From an optimization exercise on the open Yosys and OpenROAD flow, aimed at small area, a short achievable clock period and few clock cycles; shortcuts taken in it are not production practice.
In this exercise RTL edits were held to simulation tests only and were not proved equivalent to the original.
Power figures rest on the tool's default switching activity, not on a simulated workload.

## run A
==> flow/design.v (excerpt) <==
module CPU(reset, clk, imem_addr, imem_data, dmem_addr, dmem_wdata, dmem_we, dmem_re, dmem_rdata);
Settings: LEC_CHECK=0, CAP_MARGIN=10, CELL_PAD_IN_SITES_DETAIL_PLACEMENT=1, CELL_PAD_IN_SITES_GLOBAL_PLACEMENT=1, CORE_MARGIN=2, CORE_UTILIZATION=45, CTS_CLUSTER_DIAMETER=60, CTS_CLUSTER_SIZE=20, SLEW_MARGIN=10; clock period 11.0 ns.
standard.sh (not shown) runs the stock make flow with config.mk's settings and CLKGATE_MAP_FILE= SYNTH_SCRIPT=/design/flow/synth_recipe.tcl, a recipe that flattens the netlist after the stock synthesis.
==> flow/flow/run.sh <==
#!/bin/bash
# The standard layout, with plain buffers (not delay cells) on the ports,
# timing repair aimed below the clock period (worst paths only), and larger
# clock-tree sink clusters. make's output goes to make.log; each ORFS step
# writes its own log under orfs/logs.
set -euo pipefail
bash standard.sh \
  "BUFFER_PORTS_ARGS=-buffer_cell sky130_fd_sc_hd__buf_2" \
  SETUP_SLACK_MARGIN=7.3 \
  TNS_END_PERCENT=5 \
  finish > make.log 2>&1
Testbench counts of run A, summed over its fixed seeds: cycles 91,835.
The following lists how run B was set up differently from run A:
Settings: CAP_MARGIN: 10 -> 20; CORE_UTILIZATION: 45 -> 40; CELL_PAD_IN_SITES_DETAIL_PLACEMENT: 1 -> 2; SLEW_MARGIN: 10 -> 20; CELL_PAD_IN_SITES_GLOBAL_PLACEMENT: 1 -> 2.
==> summary.txt <==
- Diff run A -> run B: wire length of the first global-routing pass went up by 38000 µm, detailed-route wire length on metal 1 moved up, clock share of power picked up an extra 1.6 points, combinational power climbed about 3%.
- Number of gates resized after CTS (run B / run A): 0.842
- From run A to run B the numbers moved as follows: synthesized area held; worst setup slack went down 0.091 ns.
For run C, these inputs were changed with respect to run B:
Settings: swapping 20 for 30 in CTS_CLUSTER_SIZE; swapping 2 for 1 in CELL_PAD_IN_SITES_GLOBAL_PLACEMENT; swapping 40 for 45 in CORE_UTILIZATION; swapping 2 for 1 in CELL_PAD_IN_SITES_DETAIL_PLACEMENT.
### Flow results
- Every stage of the flow completed for run C, and the final layout passed the timing, design-rule and antenna checks.
- The clock network power share in run C sits 1.3 points below the value recorded for run B.
- [compare] base=run B new=run C: leakage component of the power stayed essentially flat, sequential share of cell area stayed essentially flat.
- Going from run B to run C, number of clock buffers inserted by TritonCTS moved down; total area of sequential cells level; via count moved down.
- Between run C and run B, the worst setup skew after layout is higher for run B.
- Run C -> run B: combinational share of power flat
Inputs modified between run C and run D:
Settings: CTS_CLUSTER_SIZE changed from 30 to 20.
[summary]
- Total power in run D vs run C: down about 0.9%
- Taking run C as the reference, in run D core outline area barely changed, number of fillers in the final layout climbed 72.
- Looking at run C and run D, the count of flip-flops with a built-in enable after synthesis is a wash.
- Per the comparison of run D with run C, sequential share of layout area went up, worst path setup slack after routing -0.041 ns.


The RTL this note starts from:
==> flow/design.v <==
module CPU(reset, clk, imem_addr, imem_data, dmem_addr, dmem_wdata, dmem_we, dmem_re, dmem_rdata);
  input reset, clk;
  output [31:0] imem_addr;
  input [31:0] imem_data;
  output [31:0] dmem_addr, dmem_wdata;
  output dmem_we, dmem_re;
  input [31:0] dmem_rdata;
  reg [31:0] pc;
  reg [31:0] e_a, e_b, e_x, e_i;
  reg        e_fa, e_fb;
  reg [4:0]  e_dst;
  reg        e_ld, e_st, e_br, e_jr, e_pred;
  reg [1:0]  e_bop;
  reg        e_bi, e_const;
  reg        e_sub, e_uns;
  reg [1:0]  e_lop;
  reg        e_left, e_arith;
  reg        e_rsum, e_rlog, e_rslt, e_rsh, e_rb;
  reg [31:0] m_res, m_sd;
  reg [4:0]  m_dst;
  reg        m_ld, m_st;
  reg [31:0] rf [1:31];
  reg [31:1] rv;
  wire [31:0] ins = imem_data;
  wire [5:0] op = ins[31:26];
  wire [5:0] fn = ins[5:0];
  wire [4:0] rs = ins[25:21], rt = ins[20:16], rd = ins[15:11];
  wire rtype  = (op == 6'h00);
  wire r_sh   = rtype & (fn == 6'h00 | fn == 6'h02 | fn == 6'h03);
  wire r_alu  = rtype & (fn[5:4] == 2'b10);
  wire r_jr   = rtype & (fn == 6'h08);
  wire r_jalr = rtype & (fn == 6'h09);
  wire i_alu  = (op[5:3] == 3'b001);
  wire i_lui  = (op == 6'h0f);
  wire i_zx   = (op == 6'h0c) | (op == 6'h0d) | (op == 6'h0e);
  wire f_ld   = (op == 6'h23);
  wire f_st   = (op == 6'h2b);
  wire f_br   = (op[5:2] == 4'b0001);
  wire f_j    = (op[5:1] == 5'b00001);
  wire f_jal  = (op == 6'h03);
  wire f_trap = (op == 6'h3f);
  wire f_jr   = r_jr | r_jalr;
  wire f_link = f_jal | r_jalr | f_trap;
  wire f_imm  = i_alu | f_ld | f_st;
  wire uses_rs = ~(f_j | f_trap | i_lui | r_sh);
  wire uses_rt = rtype | f_st | (op[5:1] == 5'b00010);
  reg [4:0] f_dst;
  always @* begin
    if (r_sh | r_alu) f_dst = rd;
    else if (i_alu | f_ld) f_dst = rt;
    else if (f_jal | r_jalr) f_dst = 5'd31;
    else if (f_trap) f_dst = 5'd26;
    else f_dst = 5'd0;
  end
  wire f_slt  = (rtype & (fn == 6'h2a | fn == 6'h2b)) | (op == 6'h0a) | (op == 6'h0b);
  wire f_uns  = rtype ? fn[0] : op[0];
  wire f_sub  = (rtype & (fn == 6'h22 | fn == 6'h23)) | f_slt;
  wire f_log  = (rtype & (fn[5:2] == 4'b1001)) | i_zx;
  wire [1:0] f_lop = rtype ? fn[1:0] : op[1:0];
  wire f_rb   = i_lui | f_link;
  wire f_rsum = ~(f_slt | f_log | r_sh | f_rb);
  wire [31:0] m_wdata = m_ld ? dmem_rdata : m_res;
  wire [31:0] rvz = {rv, 1'b0};
  wire [31:0] rf_a = rvz[rs] ? rf[rs] : 32'd0;
  wire [31:0] rf_b = rvz[rt] ? rf[rt] : 32'd0;
  wire mw_rs = (m_dst != 5'd0) && (m_dst == rs);
  wire mw_rt = (m_dst != 5'd0) && (m_dst == rt);
  wire ew_rs = (e_dst != 5'd0) && (e_dst == rs);
  wire ew_rt = (e_dst != 5'd0) && (e_dst == rt);
  wire [31:0] f_a = mw_rs ? m_wdata : rf_a;
  wire [31:0] f_b = mw_rt ? m_wdata : rf_b;
  wire [31:0] pc4 = pc + 32'd4;
  wire [6:0] lo = {1'b0, pc4[7:2]} + {1'b0, ins[5:0]};
  wire [31:0] btarget = {pc4[31:8], lo[5:0], pc4[1:0]};
  wire f_pred = f_br & (ins[15:6] == 10'h3ff) & lo[6];
  wire [31:0] immx = i_lui ? {ins[15:0], 16'd0} : {i_zx ? 16'd0 : {16{ins[15]}}, ins[15:0]};
  wire [31:0] f_i = f_link ? pc4 : (immx ^ {32{op[5:1] == 5'b00101}});
  wire [31:0] a  = e_fa ? m_res : e_a;
  wire [31:0] b  = e_fb ? m_res : e_b;
  wire [31:0] subm = {32{e_sub}};
  wire [31:0] bx = e_bi ? e_i : e_fb ? (m_res ^ subm) : (e_b ^ subm);
  wire [31:0] bi = bx;
  wire [32:0] sum = {1'b0, a} + {1'b0, bx} + {32'd0, e_sub};
  wire lt = e_uns ? ~sum[32] : ((a[31] == bx[31]) ? a[31] : sum[31]);
  reg [31:0] lres;
  always @* begin
    case (e_lop)
      2'd0: lres = a & bi;
      2'd1: lres = a | bi;
      2'd2: lres = a ^ bi;
      default: lres = ~(a | bi);
    endcase
  end
  reg [31:0] sin, shres;
  wire [31:0] srout;
  integer j;
  always @* for (j = 0; j < 32; j = j + 1) sin[j] = e_left ? b[31-j] : b[j];
  wire [63:0] sext = {{32{e_arith & b[31]}}, sin};
  assign srout = sext >> e_i[10:6];
  always @* for (j = 0; j < 32; j = j + 1) shres[j] = e_left ? srout[31-j] : srout[j];
  wire [31:0] res = ({32{e_rsum}} & sum[31:0]) | ({32{e_rlog}} & lres) |
                    ({32{e_rsh}} & shres) | ({32{e_rb}} & bi) | {31'd0, e_rslt & lt};
  wire a_zero = (a == 32'd0);
  reg cond;
  always @* begin
    case (e_bop)
      2'd0: cond = (a == b);
      2'd1: cond = (a != b);
      2'd2: cond = a[31] | a_zero;
      default: cond = ~a[31] & ~a_zero;
    endcase
  end
  wire e_redirect = e_jr | (e_br & (cond != e_pred));
  wire [31:0] e_btarget = e_x + {e_i[29:0], 2'b00};
  wire [31:0] e_target = e_jr ? a : e_pred ? e_x : e_btarget;
  wire stall = e_ld & (e_dst != 5'd0) &
               ((uses_rs & (rs == e_dst)) | (uses_rt & (rt == e_dst)));
  wire kill = e_redirect | stall;
  wire f_jrnow = f_jr & (ew_rs ? e_const : mw_rs);
  wire [31:0] jtarget = ew_rs ? e_i : m_wdata;
  wire f_go   = ~e_redirect & ~stall;
  wire f_tv   = f_trap & ~pc[31];
  wire s_stay = ~e_redirect & stall;
  wire s_jr   = f_go & f_jrnow;
  wire s_j    = f_go & f_j;
  wire s_trap = f_go & f_tv;
  wire s_pred = f_go & f_pred;
  wire s_seq  = f_go & ~(f_jrnow | f_j | f_tv | f_pred);
  wire [31:0] npc = ({32{e_redirect}} & e_target) | ({32{s_stay}} & pc) |
                    ({32{s_jr}} & jtarget) | ({32{s_j}} & {pc4[31:28], ins[25:0], 2'b00}) |
                    ({32{s_trap}} & 32'h80000008) | ({32{s_pred}} & btarget) |
                    ({32{s_seq}} & pc4);
  always @(posedge clk or posedge reset)
    if (reset) pc <= 32'd0;
    else pc <= npc;
  always @(posedge clk or posedge reset)
    if (reset) begin
      e_dst <= 5'd0; e_ld <= 1'b0; e_st <= 1'b0; e_br <= 1'b0; e_jr <= 1'b0;
    end else if (kill) begin
      e_dst <= 5'd0; e_ld <= 1'b0; e_st <= 1'b0; e_br <= 1'b0; e_jr <= 1'b0;
    end else begin
      e_dst <= f_dst; e_ld <= f_ld; e_st <= f_st; e_br <= f_br; e_jr <= f_jr & ~f_jrnow;
    end
  always @(posedge clk) begin
    e_a <= f_a;
    e_b <= f_b;
    e_x <= pc4;
    e_fa <= ew_rs;
    e_fb <= ew_rt;
    e_pred <= f_pred;
    e_bop <= op[1:0];
    e_bi <= f_imm | f_link;
    e_const <= (rs == 5'd0) & ((op == 6'h0d) | (op == 6'h09) | (op == 6'h08)) | i_lui;
    e_i <= f_i;
    e_sub <= f_sub;
    e_uns <= f_uns;
    e_lop <= f_lop;
    e_left <= ~fn[1];
    e_arith <= fn[0];
    e_rsum <= f_rsum;
    e_rlog <= f_log;
    e_rslt <= f_slt;
    e_rsh <= r_sh;
    e_rb <= f_rb;
  end
  always @(posedge clk or posedge reset)
    if (reset) begin
      m_dst <= 5'd0; m_ld <= 1'b0; m_st <= 1'b0;
    end else begin
      m_dst <= e_dst; m_ld <= e_ld; m_st <= e_st;
    end
  always @(posedge clk) begin
    m_res <= res;
    m_sd <= b;
  end
  assign dmem_addr = m_res;
  assign dmem_wdata = m_sd;
  assign dmem_we = m_st;
  assign dmem_re = m_ld;
  assign imem_addr = pc;
  always @(posedge clk or posedge reset)
    if (reset) rv <= 31'd0;
    else if (m_dst != 5'd0) rv[m_dst] <= 1'b1;
  always @(posedge clk)
    if (m_dst != 5'd0) rf[m_dst] <= m_wdata;
endmodule
export LEC_CHECK = 0
export CAP_MARGIN = 20
export CORE_MARGIN = 2
export CORE_UTILIZATION = 50
export CTS_CLUSTER_DIAMETER = 60
export CTS_CLUSTER_SIZE = 20
export SLEW_MARGIN = 20
create_clock -name core_clock -period 11.0 [get_ports {clk}]
Scripts as last shown in full above: flow/flow/run.sh
Testbench counts at the start, summed over its fixed seeds: cycles 92,959.
==> next run, changes <==
Settings changed: CORE_UTILIZATION 50 to 40.
The changed run finished clean.
Power barely changes.
Critical path depth does not change.
Worst setup slack hardly moves.
Cell area came out lower by 0.47%.
Clock power shrinks by about 2%.
Wire length decreases by 0.64%.
Sequential power came out higher by about 0.7%.
Fmax hardly moves.
Sequential cell count is unchanged.
Global-route usage went down by 7.6 points.
Via count went down by 0.52%.

re-timing with driven ports:
How much do the figures lean on ideal ports? The routed layouts below were timed once more, with nothing changed but the port constraints.
Step 1: set_driving_cell puts a clkbuf_16 on clk and a buf_2 on each other input, an assumption about the parent block.
Step 2 moves the port delays by t, midway between the first and last clock arrival at a register: inputs arrive t later, outputs are due t later. That takes back most of the time a late clock gives input paths.
Three values: ideal, step 1, step 2; two values: the first two.
| run | shift t [ns] | setup WS [ns] | worst hold slack (ns) |
|---|---|---|---|
| run A | 0.857 | 6.735 / 6.781 / 5.934 | 0.353 / 0.353 / 0.353 |
| run B | 0.895 | 6.644 / 6.713 / 5.818 | 0.361 / 0.361 / 0.361 |
| run C | 0.851 | 6.730 / 6.792 / 5.941 | 0.363 / 0.363 / 0.363 |
| run D | 0.864 | 6.689 / 6.751 / 5.887 | 0.362 / 0.362 / 0.362 |
| the first run of note 2 | 0.842 | 6.884 / 6.787 / 5.945 | 0.380 / 0.380 / 0.380 |
| the second run of note 2 | 0.856 | 6.884 / 6.807 / 5.951 | 0.363 / 0.363 / 0.363 |
After both steps every run listed still meets setup and hold. For the first run of note 2, which loses most, drivers alone change the setup slack by -0.097 ns; drivers and shift together by -0.939 ns.
